What follows belongs to an exercise in optimizing a design on an open flow for small area; a production flow would make more cautious choices. In this exercise RTL edits were held to simulation tests only and were not proved equivalent to the original. Power figures rest on the tool's default switching activity, not on a simulated workload.

### design/flow/run.sh
#!/bin/bash
# synth_recipe.tcl (not shown) runs the flow's synth.tcl, then flattens the netlist and writes it again
# the make line also repeats each setting of config.mk as NAME=value (left out here)
make -C /OpenROAD-flow-scripts/flow DESIGN_CONFIG=/design/flow/config.mk WORK_HOME=/design/flow/orfs CLKGATE_MAP_FILE= SYNTH_SCRIPT=/design/flow/synth_recipe.tcl finish
### design/flow/config.mk
export PLATFORM = sky130hd
export DESIGN_NAME = autofeeder
export DESIGN_NICKNAME = autofeeder
export VERILOG_FILES = /design/flow/design.v
export SDC_FILE = /design/flow/constraint.sdc
export NUM_CORES = 4
export LEC_CHECK = 0
export CAP_MARGIN = 20
export CORE_MARGIN = 2
export CORE_UTILIZATION = 40
export SLEW_MARGIN = 20
### design/flow/constraint.sdc
create_clock -name core_clock -period 12.0 [get_ports {clk}]
set_input_delay 2.4000 -clock core_clock [delete_from_list [all_inputs] [get_ports {clk}]]
set_output_delay 2.4000 -clock core_clock [all_outputs]
set_load 0.01 [all_outputs]
### design/flow/design.v
typedef enum logic [3:0] {RES, 
						  WRLD, WSTR, WRWT, 
						  FDTM, FSTR, FRWT, 
						  FAMT, ASTR, ARWT} statetype;
module autofeeder (
	input  logic clk,					 
	input  logic reset,
	input  logic tag,					 
	input  logic [3:0] col, 			 
	output logic [3:0] row, 			 
	output logic [6:0] seg,				 
	output logic L1, L2, L3, L4, LC, 	 
	output logic M1, M1B, M2, M2B,  	 
	output logic interrupt,
	output logic [2:0] EncodedState);	 
	logic slwen;  
	logic [2:0] digit;  
	logic ButtonPressed;
	logic [3:0] D1, D2, D3, D4, DC;
	logic [7:0] Button;
	logic RFID;
	DisplaySel SelectFive(.clk, .reset, 
						  .digit, .L1, .L2, .L3, .L4, .LC);
	SevenSegDisplay DisplayFive(.D1, .D2, .D3, .D4, .DC, .digit, 
								.seg);
	KeypadScanner ks(.clk, .reset, .col, 
					 .slwen, .row, .ButtonPressed, .Button);
	FeedMachine fsm(.clk, .slwen, .reset, .tag, .ButtonPressed, .Button,
					.D1, .D2, .D3, .D4, .DC, .M1, .M1B, .M2, .M2B, 
						.RFID, .interrupt, .EncodedState);
endmodule
module FeedMachine(input  logic clk, slwen, reset, 
				   input  logic tag, ButtonPressed,
				   input  logic [7:0] Button,
				   output logic [3:0] D1, D2, D3, D4, DC,
				   output logic M1, M1B, M2, M2B, RFID,
				   output logic interrupt,
				   output logic [2:0] EncodedState);
	logic mode, edit, cfg;
	logic stinterrupt, rfinterrupt;
	logic [3:0] flashing;
	logic [11:0] InterCnt;
	logic [31:0] coloncnt;
	logic SecondInc, PrevF0, DigitPressed, feedstart;
	logic [2:0] cnt;  
	logic [3:0] digit;
	logic [3:0] IT1, IT2, IT3, IT4; 				 
	logic [3:0] WT1, WT2, WT3, WT4; 				 
	logic [3:0] PrevWT1, PrevWT2, PrevWT3, PrevWT4;  
	logic [3:0] FT1, FT2, FT3, FT4; 				 
	logic [3:0] PrevFT1, PrevFT2, PrevFT3, PrevFT4;  
	logic [3:0] RFIDFT1, RFIDFT2, RFIDFT3, RFIDFT4;  
	logic [3:0] FA3, FA4; 							 
	logic [3:0] PrevFA3, PrevFA4; 					 
	statetype state, nextstate;
	always_ff @(posedge clk)
		if (~reset) 	state <= RES;
		else if (slwen)	state <= nextstate;
	assign mode = ButtonPressed & (Button == 8'b11100111);
	assign edit = ButtonPressed & (Button == 8'b11010111);
	assign cfg  = ButtonPressed & (Button == 8'b10110111);
	DigitButtonPressed dbp (.ButtonPressed, .Button, .DigitPressed, .digit);
	always_ff @(posedge clk) begin
		if (~reset) begin 
			coloncnt <= 0;
			RFID <= 0;
			flashing <= 4'b1110;
			rfinterrupt <= 0;
		end else if (slwen) begin
		coloncnt <= coloncnt + 1;
		if (coloncnt == 75) begin 
			flashing <= 4'b1111;
			rfinterrupt <= 0;
		end else if (coloncnt == 150) begin
			flashing <= 4'b1110;
			coloncnt <= 0;
			rfinterrupt <= 0;
		end else if (cfg) begin
			RFID <= ~RFID;
			rfinterrupt <= 1;
		end else rfinterrupt <= 0;
		end
	end
	always_ff @(posedge clk)
		if (~reset) 	PrevF0 <= 0;
		else if (slwen)	PrevF0 <= flashing[0];
	assign SecondInc = (flashing[0] ^ PrevF0);
	always_comb
		case (state)
			WRLD: if (RFID) EncodedState = 3'b001;
				  else 		EncodedState = 3'b000;
			WRWT: 			EncodedState = 3'b010;
			FDTM: 			EncodedState = 3'b011;
			FRWT: 			EncodedState = 3'b100;
			FAMT: 			EncodedState = 3'b101;
			ARWT: 			EncodedState = 3'b110;
			default: 		EncodedState = 3'b111;
		endcase
	always_comb 
		case (state) 						 
			RES: 	begin				
						nextstate = WRLD;
						stinterrupt = 1;
					end
			WRLD:	if (mode) begin
						nextstate = FDTM;
						stinterrupt = 1;
					end else if (edit) begin
						nextstate = WSTR;
						stinterrupt = 1;
					end else begin			
						nextstate = WRLD;
						stinterrupt = 0;
					end
			WSTR: 	begin					
						nextstate = WRWT;
						stinterrupt = 0;
					end
			WRWT:	if (cnt == 4) begin
						nextstate = WRLD;
						stinterrupt = 1;
					end else begin
						nextstate = WRWT;
						stinterrupt = 0;
					end
			FDTM:	if (mode) begin		
						nextstate = FAMT;
						stinterrupt = 1;
					end else if (edit) begin
						nextstate = FSTR;
						stinterrupt = 1;
					end else begin	
						nextstate = FDTM;
						stinterrupt = 0;
					end
			FSTR:	begin
						nextstate = FRWT;
						stinterrupt = 0;
					end
			FRWT: 	if (cnt == 4) begin	
						nextstate = FDTM;
						stinterrupt = 1;
					end else begin			
						nextstate = FRWT;
						stinterrupt = 0;
					end
			FAMT: 	if (mode) begin		
						nextstate = WRLD;
						stinterrupt = 1;
					end else if (edit) begin 
						nextstate = ASTR;
						stinterrupt = 1;
					end else begin
						nextstate = FAMT;
						stinterrupt = 0;
					end
			ASTR: 	begin
						nextstate = ARWT;
						stinterrupt = 0;
					end
			ARWT: 	if (cnt == 2) begin
						nextstate = FAMT;
						stinterrupt = 1;
					end else begin
						nextstate = ARWT;
						stinterrupt = 0;
					end
			default: begin
						nextstate = RES;
						stinterrupt = 0;
					end
		endcase
	assign interrupt = stinterrupt | rfinterrupt;
	always_ff @(posedge clk) begin
		if (~reset) begin
			cnt <= 0;
			{WT1, WT2, WT3, WT4} <= 16'b0;
			{PrevWT1, PrevWT2, PrevWT3, PrevWT4} <= 16'b0;
			{FT1, FT2, FT3, FT4} <= 16'b0;
			{PrevFT1, PrevFT2, PrevFT3, PrevFT4} <= 16'b0;
			{RFIDFT1, RFIDFT2, RFIDFT3, RFIDFT4} <= 16'b0;
			{FA3, FA4, PrevFA3, PrevFA4} <= 16'b0;
			{D1, D2, D3, D4, DC} <= 20'hEEEEE;
		end else if (slwen) begin
		if (SecondInc) begin
			if (WT4 == 9) 
				if (WT3 == 5)
					if (WT2 == 9)
						if (WT1 == 5) begin				 
							WT1 <= 0;
							WT2 <= 0;
							WT3 <= 0;
							WT4 <= 0;
						end else begin
							WT1 <= WT1 + 1;
							WT2 <= 0;
							WT3 <= 0;
							WT4 <= 0;
						end
					else begin
						WT1 <= WT1;
						WT2 <= WT2 + 1;
						WT3 <= 0;
						WT4 <= 0;
					end
				else begin
					WT1 <= WT1;
					WT2 <= WT2;
					WT3 <= WT3 + 1;
					WT4 <= 0;
				end
			else begin
				WT1 <= WT1;
				WT2 <= WT2;
				WT3 <= WT3;
				WT4 <= WT4 + 1;
			end
			if (PrevWT4 == 9) 
				if (PrevWT3 == 5)
					if (PrevWT2 == 9)
						if (PrevWT1 == 5) begin			 
							PrevWT1 <= 0;
							PrevWT2 <= 0;
							PrevWT3 <= 0;
							PrevWT4 <= 0;
						end else begin
							PrevWT1 <= PrevWT1 + 1;
							PrevWT2 <= 0;
							PrevWT3 <= 0;
							PrevWT4 <= 0;
						end
					else begin
						PrevWT1 <= PrevWT1;
						PrevWT2 <= PrevWT2 + 1;
						PrevWT3 <= 0;
						PrevWT4 <= 0;
					end
				else begin
					PrevWT1 <= PrevWT1;
					PrevWT2 <= PrevWT2;
					PrevWT3 <= PrevWT3 + 1;
					PrevWT4 <= 0;
				end
			else begin
				PrevWT1 <= PrevWT1;
				PrevWT2 <= PrevWT2;
				PrevWT3 <= PrevWT3;
				PrevWT4 <= PrevWT4 + 1;
			end
			if (RFIDFT4 == 0) 
				if (RFIDFT3 == 0)
					if (RFIDFT2 == 0)
						if (RFIDFT1 == 0) begin 		 
							if (feedstart) begin
								RFIDFT1 <= FT1;
								RFIDFT2 <= FT2;
								RFIDFT3 <= FT3;
								RFIDFT4 <= FT4;
							end else begin
								RFIDFT1 <= 0;
								RFIDFT2 <= 0;
								RFIDFT3 <= 0;
								RFIDFT4 <= 0;
							end
						end else begin
							RFIDFT1 <= RFIDFT1 - 1;
							RFIDFT2 <= 9;
							RFIDFT3 <= 5;
							RFIDFT4 <= 9;
						end
					else begin
						RFIDFT1 <= RFIDFT1;
						RFIDFT2 <= RFIDFT2 - 1;
						RFIDFT3 <= 5;
						RFIDFT4 <= 9;
					end
				else begin
					RFIDFT1 <= RFIDFT1;
					RFIDFT2 <= RFIDFT2;
					RFIDFT3 <= RFIDFT3 - 1;
					RFIDFT4 <= 9;
				end
			else begin
				RFIDFT1 <= RFIDFT1;
				RFIDFT2 <= RFIDFT2;
				RFIDFT3 <= RFIDFT3;
				RFIDFT4 <= RFIDFT4 - 1;
			end
		end
		if (state == RES)  begin
			WT1 <= 4'b0;
			WT2 <= 4'b0;
			WT3 <= 4'b0;
			WT4 <= 4'b0;
			FT1 <= 4'b0;
			FT2 <= 4'b0;
			FT3 <= 4'b0;
			FT4 <= 4'b0;
			FA3 <= 4'b0;
			FA4 <= 4'b0;
		end
		else if (state == WRLD) begin			 
			cnt <= 0;
			D1 <= WT1;
			D2 <= WT2;
			D3 <= WT3;
			D4 <= WT4;
			DC <= flashing; 
		end else if (state == WSTR) begin		 
			PrevWT1 <= WT1;
			PrevWT2 <= WT2;
			PrevWT3 <= WT3;
			PrevWT4 <= WT4;
			D1 <= 4'b1110;
			D2 <= 4'b1110;
			D3 <= 4'b1110;
			D4 <= 4'b1110;
			DC <= 4'b1111;
		end else if (state == WRWT) begin		 
			if (DigitPressed) begin
				cnt <= cnt + 1;
				if (cnt == 0) begin					 
					WT1 <= digit;
					D1  <= digit;
					if ((digit == 6) |
						(digit == 7) |
						(digit == 8) |
						(digit == 9)) begin
						cnt <= 4;
						WT1 <= PrevWT1;
						WT2 <= PrevWT2;
						WT3 <= PrevWT3;
						WT4 <= PrevWT4;
					end
				end else if (cnt == 1) begin		 
					WT2 <= digit;
					D2  <= digit;
				end else if (cnt == 2) begin		 
					WT3 <= digit;
					D3  <= digit;
					if ((digit == 6) |
						(digit == 7) |
						(digit == 8) |
						(digit == 9)) begin
						cnt <= 4;
						WT1 <= PrevWT1;
						WT2 <= PrevWT2;
						WT3 <= PrevWT3;
						WT4 <= PrevWT4;
					end
				end else if (cnt == 3) begin		 
					WT4 <= digit;
					D4  <= digit;
				end
			end else if (edit) begin				 
				cnt <= 4;
				WT1 <= PrevWT1;
				WT2 <= PrevWT2;
				WT3 <= PrevWT3;
				WT4 <= PrevWT4;
			end
		end 
		else if (state == FDTM) begin		 
			cnt <= 0;
			if (RFID) begin
				D1 <= RFIDFT1;
				D2 <= RFIDFT2;
				D3 <= RFIDFT3;
				D4 <= RFIDFT4;
				DC <= 4'b1111;
			end else begin
				D1 <= FT1;
				D2 <= FT2;
				D3 <= FT3;
				D4 <= FT4;
				DC <= 4'b1111;
			end
		end else if (state == FSTR) begin 	 
			PrevFT1 <= FT1;
			PrevFT2 <= FT2;
			PrevFT3 <= FT3;
			PrevFT4 <= FT4;
			D1 <= 4'b1110;
			D2 <= 4'b1110;
			D3 <= 4'b1110;
			D4 <= 4'b1110;
			DC <= 4'b1111;
		end else if (state == FRWT) begin	 
			if (DigitPressed) begin
				cnt <= cnt + 1;
				if (cnt == 0) begin 			 
					FT1 <= digit;
					D1  <= digit;
					if ((digit == 6) |
						(digit == 7) |
						(digit == 8) |
						(digit == 9)) begin
						cnt <= 4;
						FT1 <= PrevFT1;
						FT2 <= PrevFT2;
						FT3 <= PrevFT3;
						FT4 <= PrevFT4;
					end
				end else if (cnt == 1) begin	 
					FT2 <= digit;
					D2  <= digit;
				end else if (cnt == 2) begin	 
					FT3 <= digit;
					D3  <= digit;
					if ((digit == 6) |
						(digit == 7) |
						(digit == 8) |
						(digit == 9)) begin
						cnt <= 4;
						FT1 <= PrevFT1;
						FT2 <= PrevFT2;
						FT3 <= PrevFT3;
						FT4 <= PrevFT4;
					end
				end else if (cnt == 3) begin	 
					FT4 <= digit;
					D4  <= digit;
					RFIDFT1 <= FT1;
					RFIDFT2 <= FT2;
					RFIDFT3 <= FT3;
					RFIDFT4 <= FT4;
				end
			end else if (edit) begin			 
				cnt <= 4;
				FT1 <= PrevFT1;
				FT2 <= PrevFT2;
				FT3 <= PrevFT3;
				FT4 <= PrevFT4;
			end
		end 
		else if (state == FAMT) begin 		 
			cnt <= 0;
			D1 <= 4'b1110;
			D2 <= 4'b1110;
			D3 <= FA3;
			D4 <= FA4;
			DC <= 4'b1110;
		end else if (state == ASTR) begin 	 
			PrevFA3 <= FA3;
			PrevFA4 <= FA4;
			D1 <= 8'b1110;
			D2 <= 8'b1110;
			D3 <= 8'b1110;
			D4 <= 8'b1110;
			DC <= 8'b1110;
		end else if (state == ARWT) begin	 
			if (DigitPressed) begin
				cnt <= cnt + 1;
				if (cnt == 0) begin				 
					FA3 <= digit;
					D3  <= digit;
				end else if (cnt == 1) begin	 
					FA4 <= digit;
					D4  <= digit;
				end
			end else if (edit) begin			 
				cnt <= 2;
				FA3 <= PrevFA3;
				FA4 <= PrevFA4;
			end
		end
		end
	end
	always_ff @(posedge clk) begin
		if (~reset) feedstart <= 0;
		else if (slwen)
		if (RFID) begin
			if (tag & (
				(RFIDFT1 == 4'b0) &
				(RFIDFT2 == 4'b0) &
				(RFIDFT3 == 4'b0) &
				(RFIDFT4 == 4'b0)))	
					feedstart <= 1;
			else	feedstart <= 0;
		end else
			if ((WT1 == FT1) & 
				(WT2 == FT2) & 
				(WT3 == FT3) & 
				(WT4 == FT4))
					feedstart <= 1;
			else 	feedstart <= 0;
	end
	MotorControl mc(.clk, .slwen, .reset, .feedstart, .FA3, .FA4,
					.M1, .M1B, .M2, .M2B);
endmodule
module MotorControl(input  logic clk, slwen, reset, feedstart,
					input  logic [3:0] FA3, FA4,
					output logic M1, M1B, M2, M2B);
	logic [31:0] QStepCounter;
	logic [15:0] StepCounter, RevCounter;
	logic 		 Finished;
	typedef enum logic [1:0] {IDLE, BUSY, DONE} mcstatetype;
	mcstatetype state, nextstate;
	always_ff @(posedge clk)
		if (~reset) 	state <= IDLE;
		else if (slwen)	state <= nextstate;
	always_comb
		case (state)
			IDLE: if (feedstart) nextstate = BUSY;
				  else 			 nextstate = IDLE;
			BUSY: if (Finished)  nextstate = DONE;
				  else			 nextstate = BUSY;
			DONE: 				 nextstate = IDLE;
			default: 			 nextstate = IDLE;
		endcase
	always_ff @(posedge clk) begin
		if (~reset) begin
			QStepCounter <= 0;
			StepCounter <= 0;
			RevCounter <= 0;
			Finished <= 0;
			{M1, M1B, M2, M2B} <= 4'b0;
		end else if (slwen) begin
		QStepCounter <= QStepCounter + 1;
		if (state == IDLE) begin	 
			QStepCounter <= 0;
			RevCounter <= 0;
			Finished <= 0;
			M1 <= 0;
			M1B <= 0;
			M2 <= 0;
			M2B <= 0;
		end else if (state == BUSY)	 
			if (RevCounter >= (FA3 * 10 + FA4)) Finished <= 1;
			if (QStepCounter == 5) begin
				M1 <= 1;
				M1B <= 0;
				M2 <= 0;
				M2B <= 1;
			end else if (QStepCounter == 10) begin
				M1 <= 1;
				M1B <= 0;
				M2 <= 1;
				M2B <= 0;
			end else if (QStepCounter == 15) begin
				M1 <= 0;
				M1B <= 1;
				M2 <= 1;
				M2B <= 0;
			end else if (QStepCounter == 20) begin
				QStepCounter <= 0;
				M1 <= 0;
				M1B <= 1;
				M2 <= 0;
				M2B <= 1;
				StepCounter <= StepCounter + 1;
				if (StepCounter == 49) begin
					StepCounter <= 0;
					RevCounter <= RevCounter + 1;
				end
			end
		else if (state == DONE) begin  
			M1 <= 0;
			M1B <= 0;
			M2 <= 0;
			M2B <= 0;
		end
		end
	end
endmodule
module DigitButtonPressed(input  logic ButtonPressed,
						  input  logic [7:0] Button,
						  output logic DigitPressed,
						  output logic [3:0] digit);
	logic isDigit;
	always_comb
		case (Button)
			8'b01111101 : digit = 0;
			8'b11101110 : digit = 1;
			8'b11101101 : digit = 2;
			8'b11101011 : digit = 3;
			8'b11011110 : digit = 4;
			8'b11011101 : digit = 5;
			8'b11011011 : digit = 6;
			8'b10111110 : digit = 7;
			8'b10111101 : digit = 8;
			8'b10111011 : digit = 9;
			default		: digit = 12;
		endcase
	assign DigitPressed = ButtonPressed & (digit != 12);
endmodule
module KeypadScanner(input  logic clk, reset,
					 input  logic [3:0] col,
					 output logic [3:0] row,
					 output logic ButtonPressed, slwen,
					 output logic [7:0] Button);
	logic [3:0] keys0, keys1, keys2, keys3;
	logic [2:0] rp;
	assign slwen = (rp == 3'b011);	 
	logic pressed;
	logic [31:0] disphold;
	logic ddone;
	typedef enum logic [2:0] {SCAN, STOR, UNDO, SHLD, DISP, DHLD} keystatetype;
	keystatetype state, nextstate;
	always_ff @(posedge clk)
		if (~reset) 	state <= SCAN;
		else if (slwen)	state <= nextstate;
	always_comb 
		case (state)
			SCAN:	if (pressed) 	nextstate = STOR;
					else 			nextstate = SCAN;
			STOR: 					nextstate = UNDO;
			UNDO:					nextstate = SHLD;
			SHLD: 	if (ddone) 		nextstate = DISP;
					else			nextstate = SHLD;
			DISP: 	if (pressed) 	nextstate = DISP;
					else 			nextstate = DHLD;
			DHLD: 	if (ddone)		nextstate = SCAN;
					else			nextstate = DHLD;
			default: 				nextstate = SCAN;
		endcase
	always_ff @(posedge clk)
		if (~reset) rp <= 0;
		else		rp <= rp + 1;
	decoder pickrow(.pointer(rp[1:0]), .row);
	always_ff @(posedge clk)
		if		(~reset)			{keys0, keys1, keys2, keys3} <= 16'hFFFF;
		else if (rp[1:0] == 2'b00) 	keys0 <= col;
		else if (rp[1:0] == 2'b01) 	keys1 <= col;
		else if (rp[1:0] == 2'b10) 	keys2 <= col;
		else 						keys3 <= col;
	onecold digitcheck(.keys0, .keys1, .keys2, .keys3, .pressed, .Button);
	always_ff @(posedge clk)
		if (~reset) begin
			disphold <= 0;
			ddone <= 0;
			ButtonPressed <= 0;
		end else if (slwen)
		if (state == SCAN) begin
			disphold <= 0;
			ddone <= 0;
		end else if (state == STOR) begin
			ButtonPressed <= 1;
		end else if (state == UNDO) begin
			ButtonPressed <= 0;
		end else if (state == SHLD) begin
			disphold <= disphold + 1;
			if (disphold == 31'd30) ddone <= 1;
		end else if (state == DISP) begin
			disphold <= 0;
			ddone <= 0;
		end else if (state == DHLD) begin
			disphold <= disphold + 1;
			if (disphold == 31'd30) ddone <= 1;
		end
endmodule
module onecold(
	input  logic [3:0] keys0, keys1, keys2, keys3,
	output logic pressed,
	output logic [7:0] Button);
	logic [2:0] sum0, sum1, sum2, sum3;
	logic [4:0] sumall;
	assign sum0 = keys0[0] + keys0[1] + keys0[2] + keys0[3];
	assign sum1 = keys1[0] + keys1[1] + keys1[2] + keys1[3];
	assign sum2 = keys2[0] + keys2[1] + keys2[2] + keys2[3];
	assign sum3 = keys3[0] + keys3[1] + keys3[2] + keys3[3];
	assign sumall = sum0 + sum1 + sum2 + sum3;
	always_comb
		if (sumall == 5'b10000) begin 	 
			pressed = 1'b0;
			Button = 8'b0;
		end else begin 					 
			pressed = 1'b1;
			if 		(sum0 == 4'b011) Button = {4'b1110, keys0};
			else if (sum1 == 4'b011) Button = {4'b1101, keys1};
			else if (sum2 == 4'b011) Button = {4'b1011, keys2};
			else 					 Button = {4'b0111, keys3};
		end
endmodule
module decoder(
	input  logic [1:0] pointer,
	output logic [3:0] row);
	always_comb
		case(pointer)
			2'b00: row = 4'b1110;
			2'b01: row = 4'b1101;
			2'b10: row = 4'b1011;
			2'b11: row = 4'b0111;
		endcase
endmodule
module DisplaySel(
	input  logic clk, reset,
	output logic [2:0] digit,  
	output logic L1, L2, L3, L4, LC);
	logic [24:0] counter;	
	always_ff @(posedge clk) begin
		if (~reset) begin
			counter <= 0;
			{L1, L2, L3, L4, LC} <= 5'b11111;
			digit <= 0;
		end else begin
		counter <= counter + 1;
		if (counter == 50) begin 
			counter <= 0;
			L1 <= 0;
			L2 <= 1;
			L3 <= 1;
			L4 <= 1;
			LC <= 1;
			digit <= 1;
		end else if (counter == 8)  L1 <= 1;
			else if (counter == 10) begin
			L2 <= 0;
			digit <= 2;
		end else if (counter == 18) L2 <= 1;
			else if (counter == 20) begin
			L3 <= 0;
			digit <= 3;
		end else if (counter == 28) L3 <= 1;
			else if (counter == 30) begin
			L4 <= 0;
			digit <= 4;
		end else if (counter == 38) L4 <= 1;
			else if (counter == 40) begin
			LC <= 0;
			digit <= 5;
		end else if (counter == 48) LC <= 1;
		end
	end
endmodule
module SevenSegDisplay(
	input  logic [3:0] D1, D2, D3, D4, DC,
	input  logic [2:0] digit,
	output logic [6:0] seg);
	logic [3:0] dsel;
	always_comb
		case (digit)
			3'b001  : dsel = D1;
			3'b010  : dsel = D2;
			3'b011  : dsel = D3;
			3'b100  : dsel = D4;
			3'b101  : dsel = DC;
			default : dsel = 11;
		endcase
	always_comb
		case (dsel)
			4'b0000 : seg = 7'b0000001;  
			4'b0001 : seg = 7'b1001111;  
			4'b0010 : seg = 7'b0010010;  
			4'b0011 : seg = 7'b0000110;  
			4'b0100 : seg = 7'b1001100;  
			4'b0101 : seg = 7'b0100100;  
			4'b0110 : seg = 7'b0100000;  
			4'b0111 : seg = 7'b0001111;  
			4'b1000 : seg = 7'b0000000;  
			4'b1001 : seg = 7'b0000100;  
			4'b1011 : seg = 7'b1000010;  
			4'b1100 : seg = 7'b1100000;  
			4'b1110 : seg = 7'b1111111;  
			4'b1111 : seg = 7'b0010000;  
			default : seg = 7'b1111110;  
		endcase
endmodule
==> summary.txt <==
-- cells in the final DEF, fill, tap and decap left out, drive strengths merged, types with 23 or more instances in the layout --
master and n:
nor2 340, dfxtp 317, nand2 304, a21oi 185, o21ai 171, nand3 106
xor2 96, inv 75, ha 73, nor3 67, mux2i 63, clkbuf 60
xnor2 56, nand4 48, and3 33, nor4 32, a211oi 30, clkdlybuf4s50 29
o22ai 28, buf 28, a31oi 28, or3 24, and2 23
-- state kept, by name (all words and copies together) (netlist names), 16 cells and up --
register and cells:
fsm.coloncnt 32, fsm.mc.StepCounter 16, SelectFive.counter 25, fsm.mc.QStepCounter 32, fsm.mc.RevCounter 16, ks.disphold 32
-- power breakdown --
group	switching (uW)	internal (uW)	total, uW	leakage [uW]
Clock	487	754	1240	0.000659
Combinational	255	129	384	0.00462
Sequential	12.3	1060	1070	0.00256
-- how the worst max path moves through the flow --
stage                        startpoint        end  slack (ns)  cells after the start
2_1_floorplan  ks.keys0[0]$_SDFFE_PN1N_  interrupt        4.88                     15
3_3_place_gp   ks.keys1[0]$_SDFFE_PN1P_  interrupt        3.75                     17
4_1_cts        ks.keys1[0]$_SDFFE_PN1P_  interrupt        2.94                     17
6_report       ks.keys1[0]$_SDFFE_PN1P_  interrupt        2.97                     17
3_5_place_dp   ks.keys1[0]$_SDFFE_PN1P_  interrupt        3.55                     17
5_1_grt        ks.keys1[0]$_SDFFE_PN1P_  interrupt        2.72                     17
-- worst reg2reg max path: stages, from the launching register on --
cell and delay, ns:
dfxtp_1 0.33, inv_1 0.08, fa_1 0.54, inv_1 0.05, ha_1 0.31, inv_1 0.07
fa_1 0.50, fa_1 0.55, inv_1 0.06, fa_1 0.45, fa_1 0.43, xor2_1 0.21
nor3_1 0.09, a22oi_2 0.35, nand2_1 0.19, nor3_2 0.79, or3_1 0.68, a21oi_1 0.21
a2111oi_2 0.38, o2111ai_1 0.23, o31a_1 0.19
-- metal layers --
metal,up-vias,track usage
met5,-,0
met4,0,0.0880
met3,143,0.0472
met2,691,0.356
met1,8834,0.329
li1,9002,-
-- logic make-up after synthesis --
group / synth area share
buf+inv: 0.0443
xor+xnor: 0.0688
fa+ha+maj: 0.0582
flops: 0.326
mux: 0.0353
simple gates: 0.259
compound gates: 0.208
-- area by class of cell --
cell class                 instances  area (um^2)
tap                              615          769
timing repair buffer              57          498
multi-input combinational       2009        12300
sequential                       317         6350
inverter                          75          283
clock buffer                      60         1200
clock inverter                    11          144
fill                            4799        26300
-- per-stage QoR --
stage          std cells  worst slack [ns]  utilization
2_1_floorplan       2545              4.88            -
3_3_place_gp        3072              3.75        0.422
3_5_place_dp        3072              3.55        0.422
4_1_cts             3143              2.94        0.450
5_1_grt             3144              2.72        0.450
6_report            3144              2.97        0.450
==> impl_metrics.env <==
export IMPL_status="timing/DRC/antenna clean"
export IMPL_maxSlewViolCount=0
export IMPL_synth_top_flop_cell="dfxtp_1"
export IMPL_whs_ns=0.459
export IMPL_yosys_top_cells_area="dfxtp_1, nor2_1, nand2_1"
export IMPL_synthesis_nets=2636
export IMPL_critical_path_arrival_ns=6.63
export IMPL_r2r_start="ks.keys1[0]$_SDFFE_PN1P_"
export IMPL_via_per_inst=5.94
export IMPL_wl_per_cell_um=19.2
export IMPL_synth_warnings=8
export IMPL_port_buffers=30
export IMPL_antenna_found_initial=1
export IMPL_ctsHoldBuffers=0
export IMPL_fin_tns_setup_ns=0
export IMPL_fp_dieW_um=225
export IMPL_finClkSkew_ns=0.0218
export IMPL_core_um2=47800
export IMPL_min_to="fsm.PrevFT4[3]$_SDFFE_PN0P_"
export IMPL_yosysMostFrequentCell="nor2_1"
export IMPL_max_freq_mhz=111
export IMPL_synth_seq_cells=317
export IMPL_maxCapViolCount=0
export IMPL_path_class="reg2out"
export IMPL_die_h_um=225
export IMPL_drt_iter0_drc=1888
export IMPL_ir_worst_vdd_v=0.0000985
export IMPL_setup_viol=0
export IMPL_syn_area_per_cell_um2=7.65
export IMPL_ys_async_sr_fraction=0
export IMPL_clock_latency_ns=0.56
export IMPL_synthCells=2545
export IMPL_num_io_pins=31
export IMPL_clock_path_buffers=3
export IMPL_yosys_area_top_type="dfxtp_1"
export IMPL_min_period_over_period=0.753
export IMPL_syn_to_final_growth_pct=10.6
export IMPL_diodes=0
export IMPL_design_area_um2=21500
export IMPL_h_tree_depth=2
export IMPL_dr_pass1_iters=6
export IMPL_cts_num_sinks=317
export IMPL_worstSetupStartpointType="flip-flop"
export IMPL_core_rowCount=80
export IMPL_hold_depth=2
export IMPL_power_leakage_uw=0.00784
export IMPL_overflow=0
export IMPL_dr_wl_met2_um=25500
export IMPL_dr_total_vias=18700
export IMPL_cts_buffers=40
export IMPL_grt_pass1_wl_um=95400
export IMPL_placed_area_um2=20200
export IMPL_crit_chain="inv_1 -> fa_1 -> inv_1 -> ha_1 -> inv_1 -> fa_1 -> fa_1 -> inv_1 -> fa_1 -> fa_1 -> xor2_1 -> nor3_1 -> a22o_1 -> nor4_1 -> nor2_1 -> o211ai_1 -> clkdlybuf4s50_1"
export IMPL_drt_met1_wl_um=27900
export IMPL_drive_above_1_share=0.0554
export IMPL_drt_total_wl_um=60200
export IMPL_path_clk_slew_ns=0.06
export IMPL_cts_root_buf="clkbuf_16"
export IMPL_gp_congestion=0.976
export IMPL_p_per_area_nw_per_um2=125
export IMPL_met3_length_um=4770
export IMPL_cpLargestDelayFamily="adder cells"
export IMPL_timing_slew_headroom=0.226
export IMPL_rsz0062_at_grt="false"
export IMPL_ys_types=93
export IMPL_drc=0
export IMPL_cts_tree="done"
export IMPL_synth_top_area_share=0.326
export IMPL_worstPathRequired_ns=9.60
export IMPL_place_hpwl_um=41600
export IMPL_post_cts_buffers=0
export IMPL_synthTopCellsByCount="nor2_1, dfxtp_1, nand2_1, a21oi_1, o21ai_0"
export IMPL_grt_start_max_net_pins=53
export IMPL_worst_r2r_path_depth=20
export IMPL_period_minus_slack_ns=9.03
export IMPL_crit_top_cell="fa_1"
export IMPL_synth_edf_count=0
export IMPL_first_global_vias=17300
export IMPL_critical_path_buf_inv_count=5
export IMPL_power_uw=2700
export IMPL_slowest_stage="nor4_1"
export IMPL_start_util=0.407
export IMPL_highest_layer="met4"
export IMPL_worstHoldStart="fsm.PrevFT4[3]$_SDFFE_PN0P_"
export IMPL_min_path_type="reg2reg"
export IMPL_syn_area_um2=19500
export IMPL_ctsResizeCount=0
export IMPL_worst_pin_slew_ns=1.15
export IMPL_hold_viol=0
export IMPL_ant_nets=0
export IMPL_cp_max_fo=6
export IMPL_fin_nets=2591
export IMPL_grtUsageTotal=0.235
export IMPL_r2r_end="fsm.D4[2]$_SDFFE_PN1P_"
export IMPL_end_kind="output pin"
export IMPL_ys_seq_area_frac=0.326
export IMPL_r2r_setup_slack_ns=5.22
export IMPL_critPathMaxStageDelay_ns=0.90
export IMPL_die_area_um2=50500

port drivers added, routing unchanged:
The results above use ideal ports. As a check the final layout listed here was re-extracted and re-timed, cells and wires unchanged. Step 1 sets driving cells, clkbuf_16 on the clock port and buf_2 on the other inputs (assumed; they add their load-dependent delay and slew). Step 2, shift: input delay + t, output delay - t, t = (earliest + latest rising clock arrival at the registers) / 2. This alone moves slack from input paths to output paths. a / b / c = ideal ports / drivers / drivers and shift; a / b = the first two.
t (ns): 0.603
slack for setup (ns): 2.969 / 2.916 / 3.519
hold WS [ns]: 0.459 / 0.459 / 0.459
worst setup path after step 2: register to output
clock arrival spread, ns: 0.029 / 0.029
After both steps this run still meets setup and hold. The setup slack of this run moves by -0.053 ns with the drivers and by +0.550 ns with both steps.
